Background: an optimization exercise with open tools, aiming at small area, a short achievable clock period and few clock cycles per item. Do not read the settings as production practice.
RTL that was checked went through simulation tests only; none was proved equivalent to the original.
The RTL of run 7 was laid out without a check of its function.
Power figures rest on the tool's default switching activity, not on a simulated workload.

===== flow/constraint.sdc =====
create_clock -name core_clock -period 5.5 [get_ports {clk}]
set_input_delay 1.1000 -clock core_clock [delete_from_list [all_inputs] [get_ports {clk}]]
set_output_delay 1.1000 -clock core_clock [all_outputs]
set_load 0.01 [all_outputs]

===== flow/standard.sh =====
#!/bin/bash
# synth_recipe.tcl (not shown) runs the flow's synth.tcl, then flattens the netlist and writes it again
# the make line also repeats each setting of config.mk as NAME=value (left out here)
make -C /OpenROAD-flow-scripts/flow DESIGN_CONFIG=/design/flow/config.mk WORK_HOME=/design/flow/orfs CLKGATE_MAP_FILE= SYNTH_SCRIPT=/design/flow/synth_recipe.tcl "${@:-finish}"

===== flow/config.mk =====
export PLATFORM = sky130hd
export DESIGN_NAME = firewall
export DESIGN_NICKNAME = firewall
export VERILOG_FILES = /design/flow/design.v
export SDC_FILE = /design/flow/constraint.sdc
export NUM_CORES = 4
export LEC_CHECK = 0
export CAP_MARGIN = 20
export CORE_MARGIN = 2
export CORE_UTILIZATION = 65
export PLACE_DENSITY = 0.75
export SETUP_SLACK_MARGIN = 3.0
export SLEW_MARGIN = 20

===== flow/flow/run.sh =====
#!/bin/bash
# The standard layout (standard.sh: the standard flow's synthesis and ORFS flow, unchanged
# scripts) with two placement/CTS choices passed through ORFS variables:
#  - every input and output port still gets its own buffer, but a small
#    sky130_fd_sc_hd__buf_1 instead of the default clkdlybuf4s50_1 delay cell;
#  - clock tree synthesis without dummy loads.
# The whole make output goes to flow.log in this folder; ORFS's own per-step
# logs stay under orfs/logs/.
set -euo pipefail
cd "$(dirname "$0")/.."
export BUFFER_PORTS_ARGS="-buffer_cell sky130_fd_sc_hd__buf_1"
export CTS_ARGS="-sink_clustering_enable -repair_clock_nets -dont_use_dummy_load -buf_list sky130_fd_sc_hd__clkbuf_4 -sink_clustering_size 10 -sink_clustering_max_diameter 40"
bash standard.sh > flow.log 2>&1

===== flow/design.v =====
`timescale 1ns/1ps
module generic_regs
   #(
      parameter UDP_REG_SRC_WIDTH = 2,
      parameter TAG = 0,
      parameter REG_ADDR_WIDTH = 5,
      parameter NUM_SOFTWARE_REGS = 4
   )
   (
      input                                  reg_req_in,
      input                                  reg_ack_in,
      input                                  reg_rd_wr_L_in,
      input  [23-1:0]       reg_addr_in,
      input  [32-1:0]      reg_data_in,
      input  [UDP_REG_SRC_WIDTH-1:0]         reg_src_in,
      output reg                             reg_req_out,
      output reg                             reg_ack_out,
      output reg                             reg_rd_wr_L_out,
      output reg [23-1:0]   reg_addr_out,
      output reg [32-1:0]  reg_data_out,
      output reg [UDP_REG_SRC_WIDTH-1:0]     reg_src_out,
      output [63:0]                          rule_word,
      output                                 sw_done,
      input                                  clk,
      input                                  reset
   );
   wire tag_match = reg_addr_in[23-1:REG_ADDR_WIDTH] == TAG;
   wire [REG_ADDR_WIDTH-1:0] offset = reg_addr_in[REG_ADDR_WIDTH-1:0];
   wire hit = reg_req_in && !reg_ack_in && tag_match && (offset < NUM_SOFTWARE_REGS);
   reg [31:0] q0, q1, q2, q3;
   reg [1:0]  ph;
   reg [1:0]  clr;         
   reg        wr_pend;     
   reg [1:0]  wr_off;
   reg        wb_pend;     
   wire       clearing = reset || clr != 2'd0;
   wire       wr_go    = wr_pend && ph == wr_off && !clearing;
   assign rule_word = {q0[15:0], q1[15:0], q2[15:0], q3[15:0]};
   assign sw_done   = wb_pend && ph == 2'd0;
   wire [1:0]  rsel = offset[1:0] - ph;
   reg  [31:0] rd_val;
   always @(*) begin
      case (rsel)
         2'd0: rd_val = q0;
         2'd1: rd_val = q1;
         2'd2: rd_val = q2;
         default: rd_val = q3;
      endcase
      if (clearing)
         rd_val = 32'h0;
   end
   always @(posedge clk) begin
      q0 <= q1;
      q1 <= q2;
      q2 <= q3;
      q3 <= clearing ? 32'h0 : wr_go ? reg_data_out : q0;
      if (hit && !reg_rd_wr_L_in)
         wr_off <= offset[1:0];
   end
   always @(posedge clk) begin
      if (reset) begin
         ph      <= 2'd0;
         clr     <= 2'd3;
         wr_pend <= 1'b0;
         wb_pend <= 1'b0;
      end
      else begin
         ph      <= ph + 2'd1;
         if (clr != 2'd0)
            clr <= clr - 2'd1;
         wr_pend <= (hit && !reg_rd_wr_L_in) || (wr_pend && !wr_go);
         wb_pend <= wr_go || (wb_pend && !sw_done);
      end
   end
   always @(posedge clk) begin
      reg_rd_wr_L_out <= reg_rd_wr_L_in;
      reg_addr_out    <= reg_addr_in;
      reg_src_out     <= reg_src_in;
      reg_ack_out     <= reg_ack_in | hit;
      if (reg_req_in)
         reg_data_out <= (hit && reg_rd_wr_L_in) ? rd_val : reg_data_in;
   end
   always @(posedge clk) begin
      if (reset)
         reg_req_out <= 1'b0;
      else
         reg_req_out <= reg_req_in;
   end
endmodule
`timescale 1ns/1ps
module firewall
   #(
      parameter DATA_WIDTH = 64,
      parameter CTRL_WIDTH = DATA_WIDTH/8,
      parameter SRAM_ADDR_WIDTH = 19,
      parameter SRAM_DATA_WIDTH = DATA_WIDTH+CTRL_WIDTH,
      parameter UDP_REG_SRC_WIDTH = 2
   )
   (
      input  [DATA_WIDTH-1:0]             in_data,
      input  [CTRL_WIDTH-1:0]             in_ctrl,
      input                               in_wr,
      output                              in_rdy,
      output reg [DATA_WIDTH-1:0]         out_data,
      output reg [CTRL_WIDTH-1:0]         out_ctrl,
      output reg                          out_wr,
      input                               out_rdy,
      input                               reg_req_in,
      input                               reg_ack_in,
      input                               reg_rd_wr_L_in,
      input  [23-1:0]    reg_addr_in,
      input  [32-1:0]   reg_data_in,
      input  [UDP_REG_SRC_WIDTH-1:0]      reg_src_in,
      output                              reg_req_out,
      output                              reg_ack_out,
      output                              reg_rd_wr_L_out,
      output  [23-1:0]   reg_addr_out,
      output  [32-1:0]  reg_data_out,
      output  [UDP_REG_SRC_WIDTH-1:0]     reg_src_out,
      output reg                          sram_rd_req,
      output reg [SRAM_ADDR_WIDTH-1:0]    sram_rd_addr,
      input [DATA_WIDTH-1:0]              sram_rd_data,
      input                               sram_rd_ack,
      input                               sram_rd_vld,
      output reg                          sram_wr_req,
      output reg [SRAM_ADDR_WIDTH-1:0]    sram_wr_addr,
      output reg [DATA_WIDTH-1:0]         sram_wr_data,
      input                               sram_wr_ack,
      input                                reset,
      input                                clk
   );
   localparam W = DATA_WIDTH+CTRL_WIDTH;
   localparam TCP = 8'h06;
   wire [63:0] rule_word;
   wire        sw_done;
   generic_regs
   #(
      .UDP_REG_SRC_WIDTH   (UDP_REG_SRC_WIDTH),
      .TAG                 (18'h00002),
      .REG_ADDR_WIDTH      (5),
      .NUM_SOFTWARE_REGS   (4)
   ) module_regs (
      .reg_req_in       (reg_req_in),
      .reg_ack_in       (reg_ack_in),
      .reg_rd_wr_L_in   (reg_rd_wr_L_in),
      .reg_addr_in      (reg_addr_in),
      .reg_data_in      (reg_data_in),
      .reg_src_in       (reg_src_in),
      .reg_req_out      (reg_req_out),
      .reg_ack_out      (reg_ack_out),
      .reg_rd_wr_L_out  (reg_rd_wr_L_out),
      .reg_addr_out     (reg_addr_out),
      .reg_data_out     (reg_data_out),
      .reg_src_out      (reg_src_out),
      .rule_word        (rule_word),
      .sw_done          (sw_done),
      .clk              (clk),
      .reset            (reset)
    );
   always @(*) begin
      sram_wr_req  = sw_done;
      sram_wr_addr = 'h0;
      sram_wr_data = rule_word;
   end
   reg [2:0]   wc;
   reg         ipv4, tcp;
   reg         rq;           
   reg [15:0]  dport;
   wire        tcp_now = ipv4 && in_data[7:0] == TCP;
   always @(*) begin
      sram_rd_req  = in_wr && rq;
      sram_rd_addr = 'h0;
   end
   wire match = sram_rd_data[15:0]  == dport || sram_rd_data[31:16] == dport ||
                sram_rd_data[47:32] == dport || sram_rd_data[63:48] == dport;
   wire        hdr_in = in_wr && wc == 3'd0 && in_ctrl == 8'hff;
   wire        w3_in  = in_wr && wc == 3'd3;
   reg         nontcp;       
   always @(posedge clk) begin
      if (reset) begin
         wc <= 3'd0;
         rq <= 1'b0;
      end
      else begin
         if (in_wr)
            rq <= wc == 3'd4 && tcp;
         if (in_wr)
            case (wc)
               3'd0: if (in_ctrl == 8'hff) wc <= 3'd1;
               3'd1: if (in_ctrl == 8'h00) wc <= 3'd2;
               3'd2: wc <= 3'd3;
               3'd3: wc <= 3'd4;
               3'd4: wc <= 3'd5;
               default: wc <= 3'd0;
            endcase
      end
   end
   always @(posedge clk) begin
      if (in_wr && wc == 3'd2)
         ipv4 <= in_data[31:16] == 16'h0800 && in_data[15:12] == 4'h4;
      if (w3_in)
         tcp <= tcp_now;
      nontcp <= w3_in && !tcp_now;
      if (in_wr && wc == 3'd5)
         dport <= in_data[31:16];
   end
   reg [W-1:0] r0, r1, r2, r3, r4, r5, r6, r7, r8, r9;
   reg [9:0]   rv;           
   reg [3:0]   sup;          
   reg [3:0]   tp;           
   reg         hd_drop;      
   reg         a_use, a_dv, a_dd;
   reg         b_use, b_dv, b_dd;
   reg         go, skip, in_f, in_g;
   wire        cons9 = skip || (go && out_rdy);
   wire        keep9 = rv[9] && !cons9;
   assign in_rdy = in_f || (in_g && out_rdy);
   always @(*) begin
      {out_ctrl, out_data} = r9;
      out_wr = go && out_rdy;
   end
   wire        hdr8  = r8[W-1:DATA_WIDTH] == 8'hff;
   wire        hdr9  = r9[W-1:DATA_WIDTH] == 8'hff;
   wire        cons_hdr = cons9 && hdr9;
   reg          m3, m4;
   wire         tcp0   = m3 && r0[7:0] == TCP;
   wire [16:0]  chksum = {1'b0, r0[63:48]} + 17'h100;
   wire [15:0]  chksum_cout = chksum[15:0] + {15'h0, chksum[16]};
   reg  [W-1:0] r0_mod;
   always @(*) begin
      r0_mod = r0;
      if (tcp0)
         r0_mod[15:8] = r0[15:8] - 8'h1;
      if (m4)
         r0_mod[63:48] = chksum_cout;
   end
   always @(posedge clk) begin
      m3 <= in_wr && wc == 3'd3 && ipv4;
      m4 <= in_wr && wc == 3'd4 && tcp;
      r0 <= ({W{in_wr}} & {in_ctrl, in_data}) | ({W{keep9}} & r9);
      r1 <= r0_mod;
      r2 <= r1;
      r3 <= r2;
      r4 <= r3;
      r5 <= r4;
      r6 <= r5;
      r7 <= r6;
      r8 <= r7;
      r9 <= r8;
   end
   reg          a_use_n, a_dv_n, a_dd_n, b_use_n, b_dv_n, b_dd_n;
   always @(*) begin
      a_use_n = a_use; a_dv_n = a_dv; a_dd_n = a_dd;
      b_use_n = b_use; b_dv_n = b_dv; b_dd_n = b_dd;
      if (cons_hdr) begin
         a_use_n = b_use; a_dv_n = b_dv; a_dd_n = b_dd;
         b_use_n = 1'b0;
      end
      if (hdr_in) begin
         if (!a_use_n) begin
            a_use_n = 1'b1; a_dv_n = 1'b0;
         end
         else begin
            b_use_n = 1'b1; b_dv_n = 1'b0;
         end
      end
      if (nontcp) begin
         if (b_use_n) begin
            b_dv_n = 1'b1; b_dd_n = 1'b0;
         end
         else begin
            a_dv_n = 1'b1; a_dd_n = 1'b0;
         end
      end
      if (sram_rd_vld) begin
         if (!a_dv_n) begin
            a_dv_n = 1'b1; a_dd_n = match;
         end
         else begin
            b_dv_n = 1'b1; b_dd_n = match;
         end
      end
   end
   wire         head9   = rv[9] && sup == 4'd0;
   wire [3:0]   sup_n   = (head9 && !cons9) ? 4'd9 : (sup != 4'd0) ? sup - 4'd1 : 4'd0;
   wire [9:0]   rv_n    = {rv[8:0], in_wr || keep9};
   wire [3:0]   tp_n    = (in_wr || tp == 4'd9) ? 4'd0 : tp + 4'd1;
   wire         hd_drop_n = cons_hdr ? a_dd : hd_drop;
   wire         head_n  = rv[8] && sup_n == 4'd0;
   wire         go_n    = head_n && (hdr8 ? a_dv_n && !a_dd_n : !hd_drop_n);
   wire         skip_n  = head_n && (hdr8 ? a_dv_n && a_dd_n : hd_drop_n);
   wire         behind_n = tp_n == 4'd0 || rv_n == 10'h0;
   always @(posedge clk) begin
      hd_drop <= hd_drop_n;
      a_dv <= a_dv_n; a_dd <= a_dd_n;
      b_dv <= b_dv_n; b_dd <= b_dd_n;
      tp   <= tp_n;
   end
   always @(posedge clk) begin
      if (reset) begin
         rv    <= 10'h0;
         sup   <= 4'd0;
         a_use <= 1'b0;
         b_use <= 1'b0;
         go    <= 1'b0;
         skip  <= 1'b0;
         in_f  <= 1'b1;
         in_g  <= 1'b0;
      end
      else begin
         rv    <= rv_n;
         sup   <= sup_n;
         a_use <= a_use_n;
         b_use <= b_use_n;
         go    <= go_n;
         skip  <= skip_n;
         in_f  <= behind_n && (!rv_n[9] || skip_n);
         in_g  <= behind_n && go_n;
      end
   end
endmodule

==> results of run 1 <==
area by class of cell:
cell class | instances | share of cell area
diodes | 2 | 0.000173
clock buffers | 112 | 0.0290
inverters | 18 | 0.00285
multi-input cells | 609 | 0.164
flip-flops and latches | 970 | 0.693
well taps | 518 | 0.0224
repair buffers | 489 | 0.0891
logic make-up (layout without fill, tap and decap cells):
logic type | Yosys count | count (layout)
DFF | 970 | 970
xor gates and xnor gates | 93 | 93
other | 1 | 40
buffers and inverters | 167 | 619
AOI/OAI and AO/OA | 180 | 180
and+or+nand+nor | 245 | 245
muxes | 42 | 42
adders and majority gates | 11 | 11
what timing repair did:
action	in CTS	in global routing
endpoints found under the setup margin	210	107
pin swaps	5	8
gates cloned	1	0
setup buffers	42	35
resized for setup	239	57
flip-flops by register name, indices dropped and copies added (netlist names), 10 cells and up:
| register | count |
|---|---|
| r0 | 72 |
| r1 | 72 |
| r2 | 72 |
| r3 | 72 |
| r4 | 72 |
| r5 | 72 |
| r6 | 72 |
| r7 | 72 |
| r8 | 72 |
| r9 | 72 |
| module_regs.q0 | 32 |
| module_regs.q1 | 32 |
| module_regs.q2 | 32 |
| module_regs.q3 | 32 |
| module_regs.reg_data_out | 32 |
| module_regs.reg_addr_out | 23 |
| dport | 16 |
| rv | 10 |
Yosys cell counts, types with 6 or more instances:
cell type	n
dfxtp_1	918
a22o_1	104
buf_4	102
nand2_1	86
xor2_1	77
edfxtp_1	52
a21oi_1	43
clkbuf_1	41
mux4_2	32
nor2_1	29
nor4_1	28
inv_1	18
xnor2_1	16
nand4_1	15
nand3_1	14
nor2b_1	14
nand2b_1	12
ha_1	11
nor3_1	11
and2_1	6
mux2i_1	6
o21ai_0	6
routing by layer:
layer / wire length (um) / part of all wire
met2: 23500 / 0.48
met3: 3330 / 0.067
met1: 21100 / 0.43
met5: 13 / 0.00026
met4: 1530 / 0.031
how the worst max path moves through the flow:
stage                            from                           end  slack [ns]  cells past startpoint
detailed placement     reg_addr_in[0]  module_regs.reg_data_out[11]        1.57                      8
finish              module_regs.ph[0]                   sram_wr_req        2.85                      4
global route        module_regs.ph[0]                   sram_wr_req        2.76                      4
floorplan              reg_addr_in[0]  module_regs.reg_data_out[10]        2.61                      7
global placement       reg_addr_in[0]  module_regs.reg_data_out[11]        1.60                      8
CTS                 module_regs.ph[0]                   sram_wr_req        2.74                      4
power breakdown:
| part | internal (uW) | total (uW) | switching, uW |
|---|---|---|---|
| clock network | 934 | 2890 | 1960 |
| registers | 7420 | 7560 | 138 |
| logic | 286 | 592 | 306 |
| total | 8640 | 11000 | 2400 |
metrics by stage:
step,power (uW),std cells,utilization,worst slack (ns),instance area (sq um)
finish,11000,2718,0.749,2.85,29000
global placement,8190,2525,0.696,1.60,26900
CTS,11100,2680,0.738,2.74,28500
detailed placement,8220,2525,0.696,1.57,26900
floorplan,8010,1746,-,2.61,25600
global route,11500,2718,0.749,2.76,29000
critical path: cells and delay by family, from the launching register on:
kind / cells / cell delay (ns)
DFF: 1 / 0.36
and+or+nand+nor: 1 / 0.13
buffers and inverters: 2 / 0.16
adders and majority gates: 1 / 0.14
==> notes.md, run 1 <==
fin crit share=0.482; Final setup violation count=0; worst r2r dst=r1[59]; nets@finish=between 2000 and 2500; Synth Area in Compound Gates=0.0555; Synth area leaders=dfxtp_1 (72%), edfxtp_1 (6.1%), a22o_1 (3.6%), buf_4 (3.0%), mux4_2 (2.8%); Std-Cell Rows=~70; Residual DRC=0; RR Startpoint=r0[60]; RSZ-0062 raised after global routing=yes; GRT Total Usage=0.238; post-DR vias/cell=5.09; worst skew pair latency=about 0.83 ns; root buf cell=clkbuf_4; aggregate routed wire length=between 40000 and 50000 um; Cells after Synth=~1700; core area=0.0386 sq mm; Starting Density=0.658; Area Overhead vs Synth=13.9%; setup TNS=0 ns; M2 GR Usage=0.386; WL/cell=between 15 and 20 um; most frequent cells in the layout=dfxtp_1 (845), buf_1 (251), clkbuf_4 (112); CP Cell Sequence=inv_2 > ha_4 > and2_4 > buf_6; H-tree levels=3; largest buffer count on any clock path=3; grt ovf=0; crit-path max FO=2; largest family of logic cells by synthesized area=compound AO/OA/AOI/OAI gates; largest net degree at the start of global routing=56; share of layout cells above drive strength 1=0.223; Post-Syn Area=~0.025 sq mm; Final ANT Viol Nets=0; CTS tree=built; VDD IR max=335 uV; Post-Synth Simple-Gate Area=0.0499; Seq/Total Area, Yosys=0.784; DRT iter0 DRCs=between 600 and 700; start point of the worst min-delay path=r1[62]; Slowest-stage cell, CP=dfxtp_4; slew margin rel.=0.445; Worst EP required=~4.4 ns; # IOs=around 440; commonest non-fill, non-tap cell in the layout=dfxtp_1; Hold Slack=0.266 ns; initial antenna violation count=3; max-cap violation count=0; FF/Latch Area=about 0.02 sq mm; Post-Synth Adder-Cell Area=0.00541; placer congestion estimate=approximately 0.89; Final min period=between 2 and 3 ns; largest area contributor in the netlist=dfxtp_1; Seq cells post-synth=between 900 and 1000; first-pass GRT wire length=around 74000 um; r2r setup slk=3.06 ns; die width=just over 200 um; Netlist cell types=between 50 and 60; # clock sinks=970; Pins Over Slew Limit=0; busiest grt layer=met2; Post-synth ARST share=0; top_reg_cell synth=dfxtp_1; Worst setup EP type=primary output; maximum clock frequency=~380 MHz; worst hold stages=0; Synthesis Warnings=2; critical path launch point type=flip-flop; Hold Violations, Final=0; height of the die=slightly above 200 um; post-synthesis mux area share=0.0325; Fin Clk Skew=0.0984 ns; # hold bufs at CTS=0; fillers=around 2500; vias post-DR=approximately 14000; GR Layer Usage met3=0.0556; Worst EP arrival=around 1.6 ns; worst-margin pin slew=between 0.8 and 0.9 ns; EDFF count, synth=52; top-area cell type share of the netlist area=0.723; PD cells=~380 mW/mm^2; DP HPWL=about 32000 um; port buffer count=400; Die ar.=0.0407 sq mm; met1 Use GR=0.309; DRT Pass-1 Iters=5; WS Path Type=flip-flop to primary output; Post-Synth XOR/XNOR Area=0.0320; synthesized area per cell=around 15 sq um; status=timing/DRC/antenna clean; multi-input logic area=around 0.0047 sq mm; slowest stage delay, CP=0.36 ns; Worst R2R Path Depth=9; hold endpoint=r2[62]; TritonCTS buffer count=112; leakage power=approximately 0.012 uW; vias in the first global route=between 10000 and 15000; Worst-path clk slew=about 0.1 ns; worst min path class=flip-flop to flip-flop
Testbench counts, summed over its fixed seeds: cycles 42,052, packets 1,920.
==> inputs of run 2 (changes only) <==
--- a/flow/config.mk
+++ b/flow/config.mk
@@ -11,3 +11,4 @@
 export PLACE_DENSITY = 0.75
 export SETUP_SLACK_MARGIN = 3.0
 export SLEW_MARGIN = 20
+export TNS_END_PERCENT = 5
==> run 2 against run 1 <==
Net effect: non-clock buffer count fell by 70; area after synthesis did not move; largest cell class unchanged; combinational power fell by 11%; maximum frequency fell by 2.0%; highest routed layer unchanged; core utilization fell by 2.5 points; critical endpoint unchanged; sequential power barely moved; clock-buffer cell count fell by 2; register-to-register slack improved by 0.05 ns.
==> notes.md, run 2 <==
status=timing/DRC/antenna clean; Final ANT Viol Nets=0 (unchanged); max-cap violation count=0 (unchanged); Worst R2R Path Depth=9 (unchanged); Seq cells post-synth=970 (unchanged); fin crit share=0.492 (+0.00999); aggregate routed wire length=47400 um (-4.3%); # IOs=441 (unchanged); Cells after Synth=1709 (unchanged); root buf cell=clkbuf_4; initial antenna violation count=5 (+2); post-route setup slack=2.79 ns (-0.0550 ns); CTS tree=built; DP HPWL=32800 um (+1.2%); synth cell count leaders=dfxtp_1 (918), a22o_1 (104), buf_4 (102), nand2_1 (86), xor2_1 (77); worst r2r dst=r1[61]; post-place setup slack=1.56 ns (-0.00884 ns); EDFF count, synth=52 (unchanged); Synth area leaders=dfxtp_1 (72%), edfxtp_1 (6.1%), a22o_1 (3.6%), buf_4 (3.0%), mux4_2 (2.8%); synthesized area per cell=14.9 sq um (unchanged); vias in the first global route=13469 (-2.7%); Worst setup EP type=primary output; met1 Use GR=0.285 (-0.0243); Pins Over Slew Limit=0 (unchanged); critical path launch point type=flip-flop; most frequent cells in the layout=dfxtp_1 (911), buf_1 (393), clkbuf_4 (110); r2r setup slk=3.11 ns (+0.05 ns); leakage power=0.0109 uW (-8.0%); Worst EP arrival=1.61 ns (+0.06 ns); H-tree levels=3 (unchanged); Hold Violations, Final=0 (unchanged); FF/Latch Area=0.0200 sq mm (-0.52%); largest net degree at the start of global routing=53 (-5.4%); WL/cell=17.9 um (-1.8%); Worst EP required=4.40 ns (about the same); Worst-path clk slew=0.10 ns (about the same); grt ovf=0 (unchanged); post-DR vias/cell=5.11 (+0.32%); commonest non-fill, non-tap cell in the layout=dfxtp_1; height of the die=202 um (unchanged); GR Layer Usage met3=0.0525 (-0.00308); WS Path Type=flip-flop to primary output; core area=0.0386 sq mm (unchanged); DRT Pass-1 Iters=5 (unchanged); Std-Cell Rows=72 (unchanged); Die ar.=0.0407 sq mm (unchanged); GRT Total Usage=0.229 (-0.00923); hold endpoint=r3[26]; share of layout cells above drive strength 1=0.0974 (-0.126); placer congestion estimate=0.884 (-0.44%); slew margin rel.=0.459 (+0.0137); top_reg_cell synth=dfxtp_1; Area Overhead vs Synth=10.1%; first-pass GRT wire length=71500 um (-4.0%); die width=202 um (unchanged); DRT iter0 DRCs=565 (-8.4%); Final setup violation count=0 (unchanged); RSZ-0062 raised after global routing=yes; Netlist cell types=59 (unchanged); fillers=2619 (+6.1%); Final min period=2.71 ns (+0.0550 ns); busiest grt layer=met2; top-area cell type share of the netlist area=0.723 (unchanged); Starting Density=0.658 (unchanged); worst hold stages=0 (unchanged); worst-margin pin slew=0.812 ns (-0.0206 ns); worst min path class=flip-flop to flip-flop; nets@finish=2342 (-3.0%); worst skew pair latency=0.82 ns (about the same); RR Startpoint=r0[59]; maximum clock frequency=369 MHz (-2.0%); Fin Clk Skew=0.0701 ns (-0.0283 ns); multi-input logic area=0.00472 sq mm (-0.47%); VDD IR max=282 uV (-16%); M2 GR Usage=0.380 (-0.00542); # hold bufs at CTS=0 (unchanged); Residual DRC=0 (unchanged); vias post-DR=13532 (-2.2%); setup TNS=0 ns (unchanged); crit-path max FO=2 (unchanged); Seq/Total Area, Yosys=0.784 (unchanged); Post-synth ARST share=0 (unchanged); top-count cell post-synth=dfxtp_1; # clock sinks=970 (unchanged); largest area contributor in the netlist=dfxtp_1; largest buffer count on any clock path=3 (unchanged); PD cells=391 mW/mm^2 (+2.4%); port buffer count=400 (unchanged); Post-Syn Area=0.0254 sq mm (unchanged); start point of the worst min-delay path=r2[26]; TritonCTS buffer count=110 (-1.8%); Synthesis Warnings=2 (unchanged)
## run 2: cell counts after synthesis
No cell type changed its count.
## run 2: cell families (layout without fill, tap and decap cells)
logic type / count (synthesis) / count (layout) / synth area share
flip-flops: 970 / 970 / 0.784
AND/OR/NAND/NOR: 245 / 245 / 0.0499
AO/OA/AOI/OAI: 180 / 180 / 0.0555
buffers and inverters: 167 / 547 / 0.0402
XOR/XNOR: 93 / 93 / 0.0320
multiplexers: 42 / 42 / 0.0325
adder cells (fa/ha/maj): 11 / 11 / 0.00541
other: 1 / 43 / 0.000148
## run 2: area by class of cell
class | instances | share of cell area
clock buffer | 110 | 0.0295
antenna | 5 | 0.000447
tap | 518 | 0.0231
multi-input combinational | 609 | 0.169
inverter | 18 | 0.00295
sequential | 970 | 0.713
timing repair buffer | 419 | 0.0626
## run 2: routing by layer
layer  wire [um]  vias up
li1            -     6483
met1       20000     6496
met2       23000      468
met3        2780       83
met4        1570        2
met5          18        -
## run 2: timing repair
item                       4_1_cts  5_1_grt
gates resized for setup         18       35
gates cloned                     0        2
hold endpoints to repair         0        0
setup buffers                    5        2
setup endpoints to repair      216      230
pin swaps                        1        4
## run 2: how the worst max path moves through the flow
| stage | startpoint | to | slack (ns) | depth (start not counted) |
|---|---|---|---|---|
| after floorplan | reg_addr_in[0] | module_regs.reg_data_out[10] | 2.61 | 7 |
| after global placement | reg_addr_in[0] | module_regs.reg_data_out[31] | 1.60 | 8 |
| after detailed placement | reg_addr_in[0] | module_regs.reg_data_out[24] | 1.56 | 8 |
| after CTS | module_regs.ph[1] | sram_wr_req | 2.68 | 4 |
| after global routing | module_regs.ph[1] | sram_wr_req | 2.66 | 4 |
| final | module_regs.ph[1] | sram_wr_req | 2.79 | 4 |
## run 2: stage by stage
step / util / std cells / total power [uW] / area [sq um] / hold slack, ns
CTS: 0.720 / 2640 / 11000 / 27800 / 0.269
global placement: 0.696 / 2525 / 8190 / 26900 / 0.310
floorplan: - / 1746 / 8010 / 25600 / 0.310
finish: 0.724 / 2649 / 10900 / 28000 / 0.280
detailed placement: 0.696 / 2525 / 8220 / 26900 / 0.312
global route: 0.724 / 2648 / 11400 / 28000 / 0.278
## run 2: worst max-delay path, stage by stage, from the launching register on
cell and delay (ns):
dfxtp_2 0.37, inv_4 0.04, ha_4 0.15, and2_4 0.13
buf_6 0.12
## run 2: power by group
part / switching (uW) / leakage [uW] / internal, uW / total (uW)
clock: 1940 / 0.000506 / 918 / 2850
sequential: 137 / 0.00811 / 7420 / 7560
combinational: 289 / 0.00226 / 234 / 524
==> inputs of run 3 (changes only) <==
--- a/flow/config.mk
+++ b/flow/config.mk
@@ -9,6 +9,5 @@
 export CORE_MARGIN = 2
 export CORE_UTILIZATION = 65
 export PLACE_DENSITY = 0.75
-export SETUP_SLACK_MARGIN = 3.0
+export SETUP_SLACK_MARGIN = 2.8
 export SLEW_MARGIN = 20
-export TNS_END_PERCENT = 5
==> run 3 against run 2 <==
Net effect: clock skew up 0.040 ns; clock power about the same; core utilization is 0.27 points lower; maximum frequency grew 1.4%; highest routed layer unchanged; still clean; final area fell by 0.37%.
==> notes.md, run 3 <==
critical path launch point type=input pin; aggregate routed wire length=47100 um (-0.52%); P_sw=2360 uW (-0.12%); # clock sinks=970 (unchanged); DP HPWL=32400 um (-1.0%); post-route setup slack=2.83 ns (+0.0386 ns); leakage power=0.0108 uW (-0.39%); Pins Over Slew Limit=0 (unchanged); Worst EP arrival=1.57 ns (-0.04 ns); WL/cell=17.8 um (-0.41%); # IOs=441 (unchanged); Residual DRC=0 (unchanged); Final ANT Viol Nets=0 (unchanged); Post-synth ARST share=0 (unchanged); Cells after Synth=1709 (unchanged); fin crit share=0.485 (-0.00702); core area=0.0386 sq mm (unchanged); worst min path class=flip-flop to flip-flop; largest area contributor in the netlist=dfxtp_1; Final min period=2.67 ns (-0.0386 ns); Post-Synth Simple-Gate Area=0.0499 (unchanged); DRT iter0 DRCs=626 (+11%); internal power=8570 uW (about the same); root buf cell=clkbuf_4; H-tree levels=3 (unchanged); synth cell count leaders=dfxtp_1 (918), a22o_1 (104), buf_4 (102), nand2_1 (86), xor2_1 (77); Synthesis Warnings=2 (unchanged); Starting Density=0.658 (unchanged); largest net degree at the start of global routing=54 (+1.9%); grt ovf=0 (unchanged); initial antenna violation count=5 (unchanged); clock share of power=0.261 (about the same); Post-Synth Adder-Cell Area=0.00541 (unchanged); Seq/Total Area, Yosys=0.784 (unchanged); Post-Synth XOR/XNOR Area=0.0320 (unchanged); Synth Area in Compound Gates=0.0555 (unchanged); Std-Cell Rows=72 (unchanged); WS Path Type=input pin to primary output; max-cap violation count=0 (unchanged); PD cells=392 mW/mm^2 (+0.32%); Seq cells post-synth=970 (unchanged); Synth area leaders=dfxtp_1 (72%), edfxtp_1 (6.1%), a22o_1 (3.6%), buf_4 (3.0%), mux4_2 (2.8%); VDD IR max=296 uV (+4.7%); height of the die=202 um (unchanged); worst skew pair latency=0.83 ns (about the same); Area Overhead vs Synth=9.73%; synthesized area per cell=14.9 sq um (unchanged); switch share=0.216 (about the same); # hold bufs at CTS=0 (unchanged); setup TNS=0 ns (unchanged); maximum clock frequency=375 MHz (+1.4%); Post-Syn Area=0.0254 sq mm (unchanged); commonest non-fill, non-tap cell in the layout=dfxtp_1; Fin Clk Skew=0.110 ns (+0.0395 ns); Worst EP required=4.40 ns (about the same); top-count cell post-synth=dfxtp_1; DRT Pass-1 Iters=4 (-1); TritonCTS buffer count=110 (unchanged); vias in the first global route=13415 (-0.40%); slew margin rel.=0.482 (+0.0233); Netlist cell types=59 (unchanged); worst-margin pin slew=0.777 ns (-0.0349 ns); crit-path max FO=23 (+21); CTS tree=built; first-pass GRT wire length=71700 um (+0.31%); placer congestion estimate=0.858 (-2.9%); post-DR vias/cell=5.06 (-1.0%); vias post-DR=13378 (-1.1%); Worst-path clk slew=0.10 ns (about the same); Hold Violations, Final=0 (unchanged); largest buffer count on any clock path=3 (unchanged); post-synthesis mux area share=0.0325 (unchanged); top-area cell type share of the netlist area=0.723 (unchanged); combinational share of power=0.047 (about the same); share of layout cells above drive strength 1=0.0942 (-0.00316); GRT Total Usage=0.230 (+0.00171); Final setup violation count=0 (unchanged); largest family of logic cells by synthesized area=compound AO/OA/AOI/OAI gates; post-place setup slack=1.63 ns (+0.0738 ns); nets@finish=2339 (-0.13%); port buffer count=400 (unchanged); EDFF count, synth=52 (unchanged); RSZ-0062 raised after global routing=yes; status=timing/DRC/antenna clean; top_reg_cell synth=dfxtp_1; sequential share of power=0.691 (about the same); Worst setup EP type=primary output; Die ar.=0.0407 sq mm (unchanged); die width=202 um (unchanged); most frequent cells in the layout=dfxtp_1 (913), buf_1 (393), clkbuf_4 (111)
## run 3: cell types whose count changed in the layout (fill, tap and decap cells not counted), moves of 2 or more
cell,previous run,this run
buf_6,6,3
ha_4,4,2
buf_4,15,13
clkbuf_2,1,4
dfxtp_1,911,913
## run 3: final timing paths
path          start           to  slack [ns]  depth (start not counted)
max           in_wr  sram_rd_req        2.83                          3
min          r4[30]       r5[30]        0.26                          0
max reg2reg  r0[56]       r1[62]        3.03                         10
min reg2reg  r4[30]       r5[30]        0.26                          0
## run 3: cell type report
type / count / area (sq um)
sequential: 970 / 19900
clock buffer: 110 / 826
fill: 2623 / 10800
multi-input combinational: 609 / 4690
timing repair buffer: 416 / 1690
tap: 518 / 648
inverter: 18 / 85.1
antenna: 5 / 12.5
## run 3: cell families after synthesis
kind of cell / after synthesis
fa+ha+maj: 11
simple gates: 245
buf+inv: 167
compound gates: 180
flops: 970
xor+xnor: 93
mux: 42
other cells: 1
## run 3: what timing repair did
action	CTS	global route
cloned	0	1
endpoints found under the setup margin	24	64
pin swaps	2	0
setup buffers	4	0
gates resized for setup	15	19
hold endpoints to repair	0	0
## run 3: worst max-delay path, cell delays in order
cell and delay, ns:
buf_16 0.14, and2_4 0.18, clkbuf_2 0.13
## run 3: metrics by stage
step	cell area [sq um]	util	power (uW)	instances	hold slack [ns]
2_1_floorplan	25600	-	8010	1746	0.310
3_3_place_gp	26900	0.696	8190	2526	0.309
3_5_place_dp	26900	0.696	8220	2526	0.312
4_1_cts	27800	0.719	11000	2640	0.266
5_1_grt	27900	0.722	11400	2646	0.259
6_report	27900	0.722	10900	2646	0.263
## run 3: metal layers
layer	wire, um	global-route usage	up-vias
met4	1690	0.103	2
met1	20100	0.296	6368
met2	22600	0.376	434
met5	18	0	-
met3	2660	0.0536	91
li1	-	-	6483
## run 3: power by group through the flow
stage	combinational [uW]	clock, uW	sequential [uW]
2_1_floorplan	321	0	7690
3_3_place_gp	486	0	7700
3_5_place_dp	501	0	7720
4_1_cts	515	2970	7560
5_1_grt	565	3280	7600
6_report	518	2850	7560
==> inputs of run 4 (changes only) <==
--- a/flow/config.mk
+++ b/flow/config.mk
@@ -7,7 +7,7 @@
 export LEC_CHECK = 0
 export CAP_MARGIN = 20
 export CORE_MARGIN = 2
-export CORE_UTILIZATION = 65
-export PLACE_DENSITY = 0.75
+export CORE_UTILIZATION = 75
+export PLACE_DENSITY = 0.85
 export SETUP_SLACK_MARGIN = 2.8
 export SLEW_MARGIN = 20
==> run 4 against run 3 <==
Net effect: still clean; critical path depth is the same; sequential share of layout area is 0.30 points higher; power grew 0.20%; sequential power barely moved; final cell count is 2.8% lower; flip-flop and latch count did not move; first-iteration DRC count rose by 31%; via count rose by 3.4%; area after synthesis unchanged; critical path type unchanged.
==> notes.md, run 4 <==
nets@finish=2336 (-0.13%); busiest grt layer=met2; slowest stage delay, CP=0.16 ns (-0.02 ns); Final setup violation count=0 (unchanged); DRT Pass-1 Iters=5 (+1); critical path's top delay family=buffers and inverters; initial antenna violation count=3 (-2); r2r setup slk=3.01 ns (-0.02 ns); grt ovf=0 (unchanged); leakage power=0.0108 uW (-0.19%); largest buffer count on any clock path=3 (unchanged); DRT iter0 DRCs=819 (+31%); share of layout cells above drive strength 1=0.0896 (-0.00458); RR Startpoint=r0[59]; Placed Area=0.0268 sq mm (-0.36%); GRT Total Usage=0.283 (+0.0527); CP Cell Sequence=buf_16 > and2_1 > buf_1; Residual DRC=0 (unchanged); VDD IR max=392 uV (+33%); Synthesis Warnings=2 (unchanged); worst r2r dst=r1[63]; fin crit share=0.484 (-0.00127); largest area contributor in the netlist=dfxtp_1; DP HPWL=35300 um (+8.7%); Hold Slack=0.274 ns (+0.0115 ns); Final ANT Viol Nets=0 (unchanged); critical path launch point type=input pin; Area Overhead vs Synth=9.25%; first-pass GRT wire length=76100 um (+6.1%); max-cap violation count=0 (unchanged); total power=11000 uW (+0.20%); Slowest-stage cell, CP=buf_1; commonest non-fill, non-tap cell in the layout=dfxtp_1; top-count cell post-synth=dfxtp_1; Fin Clk Skew=0.0803 ns (-0.0293 ns); Post-synth ARST share=0 (unchanged); Worst EP arrival=1.56 ns (about the same); WS Path Type=input pin to primary output; status=timing/DRC/antenna clean; # clock sinks=970 (unchanged); Cells after Synth=1709 (unchanged); Worst setup EP type=primary output; worst skew pair latency=0.81 ns (-0.02 ns); core area=0.0334 sq mm (-13%); worst min path class=flip-flop to flip-flop; Synth area leaders=dfxtp_1 (72%), edfxtp_1 (6.1%), a22o_1 (3.6%), buf_4 (3.0%), mux4_2 (2.8%); met1 Use GR=0.343 (+0.0476); top-area cell type share of the netlist area=0.723 (unchanged); root buf cell=clkbuf_4; Pins Over Slew Limit=0 (unchanged); RSZ-0062 raised after global routing=yes; vias in the first global route=14273 (+6.4%); post-route cell area=0.0278 sq mm (-0.44%); start point of the worst min-delay path=r2[19]; Seq cells post-synth=970 (unchanged); Final min period=2.66 ns (-0.00700 ns); worst-margin pin slew=0.775 ns (-0.00148 ns); Std-Cell Rows=67 (-6.9%); WL/cell=19.7 um (+10%); synth cell count leaders=dfxtp_1 (918), a22o_1 (104), buf_4 (102), nand2_1 (86), xor2_1 (77); synthesized area per cell=14.9 sq um (unchanged); TritonCTS buffer count=108 (-1.8%); port buffer count=400 (unchanged); GR Layer Usage met3=0.0588 (+0.00516); Netlist cell types=59 (unchanged); M2 GR Usage=0.490 (+0.114); Post-Syn Area=0.0254 sq mm (unchanged); most frequent cells in the layout=dfxtp_1 (916), buf_1 (395), clkbuf_4 (108); setup TNS=0 ns (unchanged); Hold Violations, Final=0 (unchanged); placer congestion estimate=1.03 (+20%); Worst-path clk slew=0.10 ns (about the same); CP Buf/Inv Count=2 (unchanged); largest net degree at the start of global routing=52 (-3.7%); PD cells=394 mW/mm^2 (+0.64%); maximum clock frequency=376 MHz (+0.26%); Starting Density=0.760 (+0.102); die width=188 um (-6.8%); Worst R2R Path Depth=9 (-1); top_reg_cell synth=dfxtp_1; # IOs=441 (unchanged); Seq/Total Area, Yosys=0.784 (unchanged); H-tree levels=3 (unchanged); worst hold stages=0 (unchanged); post-DR vias/cell=5.38 (+6.4%); aggregate routed wire length=50600 um (+7.3%); CTS tree=built; height of the die=188 um (-6.8%); crit-path max FO=22 (-4.3%); Worst EP required=4.40 ns (about the same); Die ar.=0.0354 sq mm (-13%); slew margin rel.=0.483 (+0.000990); EDFF count, synth=52 (unchanged); hold endpoint=r3[19]; vias post-DR=13830 (+3.4%)
[run 4: cell counts after synthesis]
No cell type changed its count.
[run 4: how the worst max path moves through the flow]
stage | start | end | slack (ns) | depth (start not counted)
5_1_grt | module_regs.ph[1] | sram_wr_req | 2.76 | 4
6_report | in_wr | sram_rd_req | 2.84 | 3
3_5_place_dp | reg_addr_in[0] | module_regs.reg_data_out[11] | 1.68 | 8
3_3_place_gp | reg_addr_in[0] | module_regs.reg_data_out[8] | 1.73 | 8
4_1_cts | in_wr | sram_rd_req | 2.75 | 3
2_1_floorplan | reg_addr_in[0] | module_regs.reg_data_out[10] | 2.61 | 7
[run 4: cell type report]
| type | count | area (sq um) |
|---|---|---|
| fillers | 1677 | 5680 |
| diodes | 3 | 7.51 |
| inverters | 18 | 82.6 |
| well taps | 448 | 561 |
| multi-input cells | 609 | 4690 |
| repair buffers | 415 | 1670 |
| flip-flops and latches | 970 | 19900 |
| clock buffers | 108 | 811 |
[run 4: through the flow]
stage / setup slack, ns / util / instances
final: 2.84 / 0.830 / 2571
after global routing: 2.76 / 0.830 / 2570
after CTS: 2.75 / 0.828 / 2566
after detailed placement: 1.68 / 0.801 / 2455
after global placement: 1.73 / 0.801 / 2455
after floorplan: 2.61 / - / 1746
[run 4: power breakdown]
part | internal (uW) | total [uW] | switching [uW]
sequential | 7420 | 7570 | 149
clock | 903 | 2850 | 1950
combinational | 229 | 530 | 300
total | 8550 | 11000 | 2400
[run 4: worst reg2reg max path, delay by kind of cell, from the launching register on]
| kind | cells | cell delay (ns) |
|---|---|---|
| adders and majority gates | 1 | 0.24 |
| xor gates and xnor gates | 1 | 0.14 |
| DFF | 1 | 0.46 |
| AOI/OAI and AO/OA | 1 | 0.37 |
| and+or+nand+nor | 6 | 1.18 |
[run 4: logic make-up (layout without fill, tap and decap cells)]
family	Yosys count	in the layout	share of synthesized area
DFF	970	970	0.784
AOI/OAI and AO/OA	180	180	0.0555
other	1	41	0.000148
and+or+nand+nor	245	245	0.0499
adders and majority gates	11	11	0.00541
buffers and inverters	167	541	0.0402
muxes	42	42	0.0325
xor gates and xnor gates	93	93	0.0320
[run 4: repair_timing]
item	4_1_cts	5_1_grt
pin swaps	0	1
endpoints found under the setup margin	40	31
resized for setup	20	7
hold buffers	0	0
setup buffers	3	1
cloned	0	1
[run 4: layer usage]
| metal | share of wire | vias up |
|---|---|---|
| li1 | - | 6460 |
| met1 | 0.39 | 6663 |
| met2 | 0.51 | 596 |
| met3 | 0.071 | 111 |
| met4 | 0.034 | 0 |
| met5 | 0 | - |
==> inputs of run 5 (changes only) <==
--- a/flow/design.v
+++ b/flow/design.v
@@ -20,7 +20,7 @@
       output reg [32-1:0]  reg_data_out,
       output reg [UDP_REG_SRC_WIDTH-1:0]     reg_src_out,
       output [63:0]                          rule_word,
-      output                                 sw_done,
+      output reg                             sw_done,
       input                                  clk,
       input                                  reset
    );
@@ -36,7 +36,7 @@
    wire       clearing = reset || clr != 2'd0;
    wire       wr_go    = wr_pend && ph == wr_off && !clearing;
    assign rule_word = {q0[15:0], q1[15:0], q2[15:0], q3[15:0]};
-   assign sw_done   = wb_pend && ph == 2'd0;
+   wire       wb_pend_n = wr_go || (wb_pend && !sw_done);
    wire [1:0]  rsel = offset[1:0] - ph;
    reg  [31:0] rd_val;
    always @(*) begin
@@ -63,13 +63,15 @@
          clr     <= 2'd3;
          wr_pend <= 1'b0;
          wb_pend <= 1'b0;
+         sw_done <= 1'b0;
       end
       else begin
          ph      <= ph + 2'd1;
          if (clr != 2'd0)
             clr <= clr - 2'd1;
          wr_pend <= (hit && !reg_rd_wr_L_in) || (wr_pend && !wr_go);
-         wb_pend <= wr_go || (wb_pend && !sw_done);
+         wb_pend <= wb_pend_n;
+         sw_done <= wb_pend_n && ph == 2'd3;
       end
    end
    always @(posedge clk) begin
--- a/flow/config.mk
+++ b/flow/config.mk
@@ -7,7 +7,8 @@
 export LEC_CHECK = 0
 export CAP_MARGIN = 20
 export CORE_MARGIN = 2
-export CORE_UTILIZATION = 75
-export PLACE_DENSITY = 0.85
-export SETUP_SLACK_MARGIN = 2.8
+export CORE_UTILIZATION = 65
+export PLACE_DENSITY = 0.75
+export SETUP_SLACK_MARGIN = 2.9
 export SLEW_MARGIN = 20
+export TNS_END_PERCENT = 5
==> run 5 against run 4 <==
Net effect: area after synthesis barely moved; largest power group unchanged; clock-buffer cell count rose by 6; largest cell class unchanged; first-iteration DRC count fell by 23%.
==> notes.md, run 5 <==
status=timing/DRC/antenna clean; Die ar.=0.0407 sq mm (+15%); Post-Synth Adder-Cell Area=0.00541 (about the same); synth cell count leaders=dfxtp_1 (919), a22o_1 (104), buf_4 (102), nand2_1 (91), xor2_1 (75); P_sw=2350 uW (-2.2%); Starting Density=0.658 (-0.102); Netlist cell types=60 (+1.7%); port buffer count=400 (unchanged); DP HPWL=32800 um (-7.0%); TritonCTS buffer count=114 (+5.6%); grt ovf=0 (unchanged); most frequent cells in the layout=dfxtp_1 (918), buf_1 (396), clkbuf_4 (114); post-synthesis mux area share=0.0308 (-0.00165); largest net degree at the start of global routing=75 (+44%); Post-Syn Area=0.0254 sq mm (about the same); worst r2r dst=r1[63]; WS Path Type=input pin to primary output; Residual DRC=0 (unchanged); sequential share of power=0.690 (about the same); top-count cell post-synth=dfxtp_1; core area=0.0386 sq mm (+16%); Post-Synth XOR/XNOR Area=0.0324 (+0.000317); commonest non-fill, non-tap cell in the layout=dfxtp_1; worst skew pair latency=0.83 ns (+0.02 ns); DRT Pass-1 Iters=5 (unchanged); switch share=0.215 (-0.00445); VDD IR max=301 uV (-23%); internal power=8590 uW (+0.41%); CP startpoint=out_rdy; placer congestion estimate=0.899 (-12%); r2r setup slk=3.00 ns (about the same); GRT Total Usage=0.229 (-0.0539); Hold Violations, Final=0 (unchanged); Final min period=2.68 ns (+0.0147 ns); Worst setup EP type=primary output; Fin Clk Skew=0.0995 ns (+0.0192 ns); Worst EP required=4.40 ns (about the same); Final setup violation count=0 (unchanged); total power=10900 uW (-0.16%); slew margin rel.=0.417 (-0.0659); placed cells=2531 (+3.1%); CTS tree=built; fin crit share=0.487 (+0.00268); aggregate routed wire length=46900 um (-7.3%); largest family of logic cells by synthesized area=compound AO/OA/AOI/OAI gates; EDFF count, synth=52 (unchanged); RSZ-0062 raised after global routing=yes; max-cap violation count=0 (unchanged); Post-synth ARST share=0 (unchanged); top-area cell type share of the netlist area=0.723 (about the same); Seq/Total Area, Yosys=0.784 (about the same); die width=202 um (+7.3%); Worst R2R Path Depth=11 (+2); Hold Slack=0.265 ns (-0.00975 ns); Pins Over Slew Limit=0 (unchanged); largest buffer count on any clock path=3 (unchanged); combinational share of power=0.045 (-0.003); setup TNS=0 ns (unchanged); DRT iter0 DRCs=627 (-23%); worst min path class=flip-flop to flip-flop; H-tree levels=3 (unchanged); WL/cell=17.7 um (-10%); maximum clock frequency=374 MHz (-0.55%); crit-path max FO=3 (-86%); # clock sinks=971 (+0.10%); Seq cells post-synth=971 (+0.10%); clock share of power=0.265 (+0.004); leakage power=0.0108 uW (about the same); Std-Cell Rows=72 (+7.5%); non-filler cells, final=2652 (+3.2%); Worst EP arrival=1.58 ns (+0.02 ns); Worst-path clk slew=0.10 ns (about the same); Final ANT Viol Nets=0 (unchanged); vias in the first global route=13523 (-5.3%); first-pass GRT wire length=72300 um (-4.9%); synthesized area per cell=14.8 sq um (-0.32%); RR Startpoint=r0[56]; Area Overhead vs Synth=9.47%; Critical path destination=in_rdy; largest area contributor in the netlist=dfxtp_1; Cells after Synth=1716 (+0.41%); PD cells=393 mW/mm^2 (-0.45%); Synthesis Warnings=2 (unchanged); Post-Synth Simple-Gate Area=0.0512 (+0.00138); critical path launch point type=input pin; top_reg_cell synth=dfxtp_1; vias post-DR=13480 (-2.5%); post-DR vias/cell=5.08 (-5.5%); share of layout cells above drive strength 1=0.0897 (about the same); worst-margin pin slew=0.874 ns (+0.0989 ns); nets@finish=2346 (+0.43%); root buf cell=clkbuf_4; Synth area leaders=dfxtp_1 (72%), edfxtp_1 (6.1%), a22o_1 (3.6%), buf_4 (3.0%), mux4_2 (2.8%); # IOs=441 (unchanged); initial antenna violation count=3 (unchanged); height of the die=202 um (+7.3%); Synth Area in Compound Gates=0.0558 (+0.000249)
[run 5: logic make-up (layout without fill, tap and decap cells)]
kind of cell / count (synthesis) / count (layout)
AOI/OAI and AO/OA: 181 / 181
xor gates and xnor gates: 94 / 94
adders and majority gates: 11 / 11
buffers and inverters: 166 / 543
DFF: 971 / 971
muxes: 38 / 38
other: 1 / 42
and+or+nand+nor: 254 / 254
[run 5: critical path, stage by stage]
cell and delay (ns):
buf_1 0.13, a21o_1 0.13, buf_1 0.22
[run 5: layout make-up]
| type | count | area, sq um |
|---|---|---|
| Fill cell | 2654 | 10800 |
| Timing Repair Buffer | 413 | 1640 |
| Inverter | 16 | 72.6 |
| Multi-Input combinational cell | 616 | 4670 |
| Sequential cell | 971 | 20000 |
| Tap cell | 518 | 648 |
| Antenna cell | 4 | 10.0 |
| Clock buffer | 114 | 856 |
[run 5: timing repair]
item,in CTS,in global routing
setup buffers,3,0
hold buffers,0,0
pin swaps,1,2
resized for setup,0,14
setup endpoints to repair,49,85
[run 5: per-stage QoR]
step | setup slack [ns] | util | cell area (sq um)
2_1_floorplan | 2.60 | - | 25600
6_report | 2.82 | 0.721 | 27900
3_3_place_gp | 1.65 | 0.697 | 26900
3_5_place_dp | 1.63 | 0.697 | 26900
4_1_cts | 2.67 | 0.719 | 27800
5_1_grt | 2.77 | 0.721 | 27900
[run 5: power by group through the flow]
stage | sequential (uW) | clock [uW] | combinational [uW]
4_1_cts | 7550 | 3010 | 493
6_report | 7540 | 2900 | 490
3_3_place_gp | 7690 | 0 | 464
2_1_floorplan | 7690 | 0 | 289
3_5_place_dp | 7710 | 0 | 483
5_1_grt | 7580 | 3300 | 535
[run 5: how the worst min path moves through the flow]
stage               startpoint  endpoint  slack [ns]  cells after the start
floorplan               r0[16]    r1[16]        0.31                      0
global placement        r2[13]    r3[13]        0.31                      0
finish                  r2[57]    r3[57]        0.26                      0
global route            r2[31]    r3[31]        0.26                      0
CTS                     r2[57]    r3[57]        0.24                      0
detailed placement      r8[41]    r9[41]        0.31                      0
[run 5: layer usage]
layer  vias up  GRT usage  part of all wire
li1       6483          -                 -
met1      6456      0.297              0.43
met2       459      0.379              0.48
met3        82     0.0600             0.067
met4         0     0.0735             0.022
met5         -          0                 0
Testbench counts of run 5, summed over its fixed seeds: cycles 42,052, packets 1,920.
==> inputs of run 6 (changes only) <==
--- a/flow/config.mk
+++ b/flow/config.mk
@@ -11,4 +11,3 @@
 export PLACE_DENSITY = 0.75
 export SETUP_SLACK_MARGIN = 2.9
 export SLEW_MARGIN = 20
-export TNS_END_PERCENT = 5
==> run 6 against run 5 <==
Net effect: still clean; synthesized cell count unchanged; clock power decreased by 2%; sequential share of layout area decreased by 0.32 points; first-iteration DRC count fell by 7.5%; worst setup slack better by 0.019 ns; clock-buffer cell count shrank 3; global-route usage up 1.4 points; register-to-register slack about the same; core utilization up 0.40 points; hold slack improved by 0.0022 ns; die area unchanged; flip-flop and latch count stayed put; critical endpoint unchanged; highest routed layer is now met5.
==> notes.md, run 6 <==
Final min period=2.66 ns (-0.0190 ns); Worst setup EP type=primary output; placer congestion estimate=0.876 (-2.6%); slowest stage delay, CP=0.21 ns (about the same); CP Buf/Inv Count=2 (unchanged); top_reg_cell synth=dfxtp_1; Post-Synth Simple-Gate Area=0.0512 (unchanged); TritonCTS buffer count=111 (-2.6%); core area=0.0386 sq mm (unchanged); # IOs=441 (unchanged); Residual DRC=0 (unchanged); setup TNS=0 ns (unchanged); critical path launch point type=input pin; largest family of logic cells by synthesized area=compound AO/OA/AOI/OAI gates; aggregate routed wire length=49400 um (+5.4%); DRT iter0 DRCs=580 (-7.5%); worst r2r dst=in_f; CTS tree=built; top-count cell post-synth=dfxtp_1; top-area cell type share of the netlist area=0.723 (unchanged); clock share of power=0.262 (-0.003); status=timing/DRC/antenna clean; Stages on worst setup path=3 (unchanged); CP Cell Sequence=buf_8 > a21o_1 > buf_2; slew margin rel.=0.326 (-0.0908); synth cell count leaders=dfxtp_1 (919), a22o_1 (104), buf_4 (102), nand2_1 (91), xor2_1 (75); VDD IR max=248 uV (-18%); Seq cells post-synth=971 (unchanged); r2r setup slk=3.01 ns (about the same); Post-Synth Adder-Cell Area=0.00541 (unchanged); placed cells=2530 (-0.040%); non-filler cells, final=2654 (+0.075%); Slowest-stage cell, CP=a21o_1; nets@finish=2345 (-0.043%); PD cells=389 mW/mm^2 (-0.93%); post-place setup slack=1.63 ns (+0.00604 ns); die width=202 um (unchanged); grt ovf=0 (unchanged); Netlist cell types=60 (unchanged); most frequent cells in the layout=dfxtp_1 (901), buf_1 (374), clkbuf_4 (111); Fin Clk Skew=0.0947 ns (-0.00478 ns); critical path's top delay family=buffers and inverters; worst-margin pin slew=1.01 ns (+0.136 ns); GRT Total Usage=0.243 (+0.0137); Final ANT Viol Nets=0 (unchanged); worst skew pair latency=0.86 ns (+0.03 ns); combinational share of power=0.045 (about the same); Pins Over Slew Limit=0 (unchanged); Hold Slack=0.267 ns (+0.00217 ns); H-tree levels=3 (unchanged); synthesized area per cell=14.8 sq um (unchanged); first-pass GRT wire length=75700 um (+4.7%); vias in the first global route=13931 (+3.0%); Starting Density=0.658 (unchanged); Worst EP required=4.40 ns (about the same); Synth area leaders=dfxtp_1 (72%), edfxtp_1 (6.1%), a22o_1 (3.6%), buf_4 (3.0%), mux4_2 (2.8%); largest net degree at the start of global routing=43 (-43%); Std-Cell Rows=72 (unchanged); Synthesis Warnings=2 (unchanged); height of the die=202 um (unchanged); WS Path Type=input pin to primary output; vias post-DR=13698 (+1.6%); max-cap violation count=0 (unchanged); Post-synth ARST share=0 (unchanged); EDFF count, synth=52 (unchanged); Hold Violations, Final=0 (unchanged); port buffer count=400 (unchanged); share of layout cells above drive strength 1=0.111 (+0.0216); crit-path max FO=3 (unchanged); Seq/Total Area, Yosys=0.784 (unchanged); Critical path destination=in_rdy; post-route setup slack=2.84 ns (+0.0190 ns); # clock sinks=971 (unchanged); largest buffer count on any clock path=3 (unchanged); CP startpoint=out_rdy; P_sw=2330 uW (-0.87%); post-synthesis mux area share=0.0308 (unchanged); DP HPWL=33800 um (+3.0%); commonest non-fill, non-tap cell in the layout=dfxtp_1; Die ar.=0.0407 sq mm (unchanged); Synth Area in Compound Gates=0.0558 (unchanged); Post-Synth XOR/XNOR Area=0.0324 (unchanged); initial antenna violation count=9 (+6); root buf cell=clkbuf_4; Worst R2R Path Depth=7 (-4); # hold bufs at CTS=0 (unchanged); RSZ-0062 raised after global routing=yes; sequential share of power=0.693 (+0.003); Final setup violation count=0 (unchanged); leakage power=0.0109 uW (+0.95%); maximum clock frequency=376 MHz (+0.71%); RR Startpoint=dport[3]; WL/cell=18.6 um (+5.3%); fin crit share=0.483 (-0.00345); Worst EP arrival=1.56 ns (-0.02 ns); post-DR vias/cell=5.16 (+1.5%); worst min path class=flip-flop to flip-flop; internal power=8560 uW (-0.25%); Worst-path clk slew=0.09 ns (about the same); Area Overhead vs Synth=10.1%; utilization after layout=0.725 (+0.00398); DRT Pass-1 Iters=5 (unchanged); Cells after Synth=1716 (unchanged); Post-Syn Area=0.0254 sq mm (unchanged); switch share=0.214 (-0.00104); largest area contributor in the netlist=dfxtp_1
run 6: cell types whose count changed in the layout (fill, tap and decap cells not counted), sizes merged:
cell	before	now
clkbuf	116	125
diode	4	7
buf	411	401
run 6: metrics by stage:
stage	instance area [sq um]	power, uW
floorplan	25700	7980
global placement	26900	8150
detailed placement	26900	8180
CTS	27900	11000
global route	28000	11400
finish	28000	10900
run 6: what timing repair did:
item                                    CTS  global route
setup buffers                             1             2
endpoints found under the hold margin     0             0
endpoints found under the setup margin   86            62
gates cloned                              2             1
pin swaps                                 1             0
resized for setup                        30            35
run 6: area by class of cell:
type / count / area, sq um
diodes: 7 / 17.5
clock buffers: 111 / 833
fillers: 2590 / 10600
inverters: 16 / 72.6
multi-input cells: 616 / 4740
flip-flops and latches: 971 / 20000
well taps: 518 / 648
repair buffers: 415 / 1720
run 6: how the worst min path moves through the flow:
stage | startpoint | end | slack, ns | cells after the start
3_5_place_dp | r5[6] | r6[6] | 0.31 | 0
6_report | r0[70] | r1[70] | 0.27 | 0
4_1_cts | r0[70] | r1[70] | 0.27 | 0
2_1_floorplan | r0[16] | r1[16] | 0.31 | 0
5_1_grt | r0[70] | r1[70] | 0.26 | 0
3_3_place_gp | r8[16] | r9[16] | 0.31 | 0
run 6: metal layers:
layer / share of wire / global-route usage / vias up
met1: 0.40 / 0.299 / 6602
li1: - / - / 6485
met2: 0.49 / 0.408 / 516
met5: 0.00069 / 0 / -
met3: 0.073 / 0.0632 / 91
met4: 0.030 / 0.102 / 4
run 6: cells by family (layout without fill, tap and decap cells):
logic type / count (synthesis) / in the layout
AO/OA/AOI/OAI: 181 / 181
adder cells (fa/ha/maj): 11 / 11
other: 1 / 45
buffers and inverters: 166 / 542
flip-flops: 971 / 971
multiplexers: 38 / 38
AND/OR/NAND/NOR: 254 / 254
XOR/XNOR: 94 / 94
run 6: power groups by stage:
| stage | clock network [uW] | logic [uW] | registers [uW] |
|---|---|---|---|
| after global routing | 3270 | 542 | 7580 |
| after global placement | 0 | 461 | 7690 |
| final | 2850 | 495 | 7540 |
| after CTS | 2970 | 490 | 7550 |
| after detailed placement | 0 | 477 | 7710 |
| after floorplan | 0 | 291 | 7690 |
==> inputs of run 7 (changes only) <==
--- a/flow/design.v
+++ b/flow/design.v
@@ -20,7 +20,7 @@
       output reg [32-1:0]  reg_data_out,
       output reg [UDP_REG_SRC_WIDTH-1:0]     reg_src_out,
       output [63:0]                          rule_word,
-      output reg                             sw_done,
+      output                                 sw_done,
       input                                  clk,
       input                                  reset
    );
@@ -36,7 +36,7 @@
    wire       clearing = reset || clr != 2'd0;
    wire       wr_go    = wr_pend && ph == wr_off && !clearing;
    assign rule_word = {q0[15:0], q1[15:0], q2[15:0], q3[15:0]};
-   wire       wb_pend_n = wr_go || (wb_pend && !sw_done);
+   assign sw_done   = wb_pend && ph == 2'd0;
    wire [1:0]  rsel = offset[1:0] - ph;
    reg  [31:0] rd_val;
    always @(*) begin
@@ -63,15 +63,13 @@
          clr     <= 2'd3;
          wr_pend <= 1'b0;
          wb_pend <= 1'b0;
-         sw_done <= 1'b0;
       end
       else begin
          ph      <= ph + 2'd1;
          if (clr != 2'd0)
             clr <= clr - 2'd1;
          wr_pend <= (hit && !reg_rd_wr_L_in) || (wr_pend && !wr_go);
-         wb_pend <= wb_pend_n;
-         sw_done <= wb_pend_n && ph == 2'd3;
+         wb_pend <= wr_go || (wb_pend && !sw_done);
       end
    end
    always @(posedge clk) begin
@@ -131,7 +129,7 @@
       input                                reset,
       input                                clk
    );
-   localparam W = DATA_WIDTH+CTRL_WIDTH;
+   localparam W = DATA_WIDTH+4;
    localparam TCP = 8'h06;
    wire [63:0] rule_word;
    wire        sw_done;
@@ -177,7 +175,6 @@
                 sram_rd_data[47:32] == dport || sram_rd_data[63:48] == dport;
    wire        hdr_in = in_wr && wc == 3'd0 && in_ctrl == 8'hff;
    wire        w3_in  = in_wr && wc == 3'd3;
-   reg         nontcp;       
    always @(posedge clk) begin
       if (reset) begin
          wc <= 3'd0;
@@ -202,7 +199,6 @@
          ipv4 <= in_data[31:16] == 16'h0800 && in_data[15:12] == 4'h4;
       if (w3_in)
          tcp <= tcp_now;
-      nontcp <= w3_in && !tcp_now;
       if (in_wr && wc == 3'd5)
          dport <= in_data[31:16];
    end
@@ -217,12 +213,21 @@
    wire        cons9 = skip || (go && out_rdy);
    wire        keep9 = rv[9] && !cons9;
    assign in_rdy = in_f || (in_g && out_rdy);
+   wire        is_ff = in_ctrl == 8'hff;
+   wire        is_h2 = wc == 3'd1 && in_ctrl != 8'h00 && !is_ff;
+   wire [2:0]  last_bit = {|in_ctrl[7:4], |{in_ctrl[7:6], in_ctrl[3:2]},
+                           |{in_ctrl[7], in_ctrl[5], in_ctrl[3], in_ctrl[1]}};
+   wire [3:0]  code_in = is_ff ? 4'b0001 : is_h2 ? 4'b0010 :
+                         in_ctrl != 8'h00 ? {1'b1, last_bit} : 4'b0000;
+   reg  [7:0]  h2;
    always @(*) begin
-      {out_ctrl, out_data} = r9;
+      out_data = r9[DATA_WIDTH-1:0];
+      out_ctrl = r9[W-1] ? 8'h01 << r9[W-2:DATA_WIDTH] :
+                 {8{r9[DATA_WIDTH]}} | ({8{r9[DATA_WIDTH+1]}} & h2);
       out_wr = go && out_rdy;
    end
-   wire        hdr8  = r8[W-1:DATA_WIDTH] == 8'hff;
-   wire        hdr9  = r9[W-1:DATA_WIDTH] == 8'hff;
+   wire        hdr8  = !r8[W-1] && r8[DATA_WIDTH];
+   wire        hdr9  = !r9[W-1] && r9[DATA_WIDTH];
    wire        cons_hdr = cons9 && hdr9;
    reg          m3, m4;
    wire         tcp0   = m3 && r0[7:0] == TCP;
@@ -239,7 +244,9 @@
    always @(posedge clk) begin
       m3 <= in_wr && wc == 3'd3 && ipv4;
       m4 <= in_wr && wc == 3'd4 && tcp;
-      r0 <= ({W{in_wr}} & {in_ctrl, in_data}) | ({W{keep9}} & r9);
+      r0 <= ({W{in_wr}} & {code_in, in_data}) | ({W{keep9}} & r9);
+      if (in_wr && is_h2)
+         h2 <= in_ctrl;
       r1 <= r0_mod;
       r2 <= r1;
       r3 <= r2;
@@ -266,7 +273,7 @@
             b_use_n = 1'b1; b_dv_n = 1'b0;
          end
       end
-      if (nontcp) begin
+      if (w3_in && !tcp_now) begin
          if (b_use_n) begin
             b_dv_n = 1'b1; b_dd_n = 1'b0;
          end
--- a/flow/config.mk
+++ b/flow/config.mk
@@ -9,5 +9,5 @@
 export CORE_MARGIN = 2
 export CORE_UTILIZATION = 65
 export PLACE_DENSITY = 0.75
-export SETUP_SLACK_MARGIN = 2.9
+export SETUP_SLACK_MARGIN = 2.8
 export SLEW_MARGIN = 20
==> run 7 against run 6 <==
Net effect: area after synthesis grew 0.56%; critical path depth grew 1; non-clock buffer count grew 11; power shrank 2.6%; clock skew shrank 0.037 ns; sequential power shrank 3.3%; worst setup slack lost 0.16 ns; critical path type is now flip-flop to primary output; highest routed layer unchanged.
==> notes.md, run 7 <==
placed cells=2544 (+0.55%); core area=0.0387 sq mm (+0.23%); # clock sinks=937 (-3.5%); placer congestion estimate=0.907 (+3.6%); post-place setup slack=1.69 ns (+0.0558 ns); post-route cell area=0.0277 sq mm (-1.1%); largest family of logic cells by synthesized area=buffers and inverters; aggregate routed wire length=50600 um (+2.5%); Post-Synth Adder-Cell Area=0.00577 (+0.000361); Synth Area in Compound Gates=0.0579 (+0.00209); Synthesis Warnings=2 (unchanged); Worst EP required=4.40 ns (about the same); top_reg_cell synth=dfxtp_1; EDFF count, synth=60 (+15%); Residual DRC=0 (unchanged); GRT Total Usage=0.241 (-0.00232); root buf cell=clkbuf_4; synthesized area per cell=14.1 sq um (-4.8%); top-area cell type share of the netlist area=0.686 (-0.0369); Placed Area=0.0265 sq mm (-1.6%); height of the die=202 um (+0.27%); WL/cell=18.9 um (+1.7%); Die ar.=0.0410 sq mm (+0.55%); VDD IR max=294 uV (+19%); Hold Violations, Final=0 (unchanged); post-route setup slack=2.68 ns (-0.159 ns); fin crit share=0.512 (+0.0288); largest buffer count on any clock path=3 (unchanged); RSZ-0062 raised after global routing=yes; Netlist cell types=62 (+3.3%); slew margin rel.=0.426 (+0.0999); worst-margin pin slew=0.849 ns (-0.162 ns); # IOs=441 (unchanged); most frequent cells in the layout=dfxtp_1 (868), buf_1 (385), clkbuf_4 (108); PD cells=383 mW/mm^2 (-1.5%); H-tree levels=3 (unchanged); die width=202 um (+0.27%); Post-Synth XOR/XNOR Area=0.0325 (+0.000164); max-cap violation count=0 (unchanged); status=timing/DRC/antenna clean; Synth area leaders=dfxtp_1 (69%), edfxtp_1 (7.0%), buf_4 (4.9%), a22o_1 (3.4%), xnor2_1 (3.0%); leakage power=0.0107 uW (-2.2%); first-pass GRT wire length=75000 um (-1.0%); largest area contributor in the netlist=dfxtp_1; share of layout cells above drive strength 1=0.109 (-0.00248); nets@finish=2366 (+0.90%); Worst EP arrival=1.72 ns (+0.16 ns); synth cell count leaders=dfxtp_1 (877), buf_4 (166), nand2_1 (100), a22o_1 (98), xnor2_1 (87); Final min period=2.82 ns (+0.159 ns)
run 7: power breakdown:
part,leakage (uW),internal (uW),switching [uW]
clock,0.000497,902,1910
combinational,0.00233,229,290
sequential,0.00784,7170,118
total,0.0107,8300,2310
run 7: what timing repair did:
item | 4_1_cts | 5_1_grt
resized for setup | 53 | 23
endpoints found under the setup margin | 47 | 48
cloned | 0 | 2
setup buffers | 12 | 1
pin swaps | 4 | 6
hold endpoints to repair | 0 | 0
run 7: logic make-up (layout without fill, tap and decap cells):
kind of cell,Yosys count,after routing
flip-flops,937,937
AND/OR/NAND/NOR,266,266
buffers and inverters,260,561
AO/OA/AOI/OAI,204,204
XOR/XNOR,95,95
multiplexers,37,37
adder cells (fa/ha/maj),12,12
other,1,44
run 7: final timing paths:
path | from | endpoint | slack (ns) | cells after the start
worst max register to register | r0[56] | r1[61] | 2.97 | 11
worst max-delay path | r9[67] | out_ctrl[1] | 2.68 | 4
worst min-delay path | r8[25] | r9[25] | 0.28 | 0
worst min register to register | r8[25] | r9[25] | 0.28 | 0
run 7: area by class of cell:
| cell class | count | area, sq um |
|---|---|---|
| flip-flops and latches | 937 | 19400 |
| fillers | 2643 | 11000 |
| clock buffers | 108 | 811 |
| diodes | 6 | 15.0 |
| multi-input cells | 652 | 4940 |
| well taps | 518 | 648 |
| repair buffers | 426 | 1770 |
| inverters | 27 | 124 |
run 7: metrics by stage:
step           hold slack [ns]  utilization
2_1_floorplan            0.310            -
4_1_cts                  0.271        0.711
6_report                 0.283        0.715
5_1_grt                  0.250        0.715
3_3_place_gp             0.310        0.684
3_5_place_dp             0.312        0.684
run 7: worst max-delay path, stage by stage (launching register included):
cell and delay (ns):
dfxtp_4 0.41, buf_6 0.16, o21ai_1 0.08, a22o_1 0.18
buf_2 0.13
run 7: metal layers:
layer	track usage	up-vias	part of all wire
met1	0.296	6539	0.40
met2	0.392	521	0.49
met3	0.0576	125	0.068
li1	-	6556	-
met5	0	-	0.00047
met4	0.133	4	0.042

Setup slack of run 7, layout unchanged: 2.683 ns with ideal ports, 2.619 ns with driving cells assumed (clock clkbuf_16, inputs buf_2), 2.110 ns with port delays also shifted by the 0.823 ns mid clock arrival.
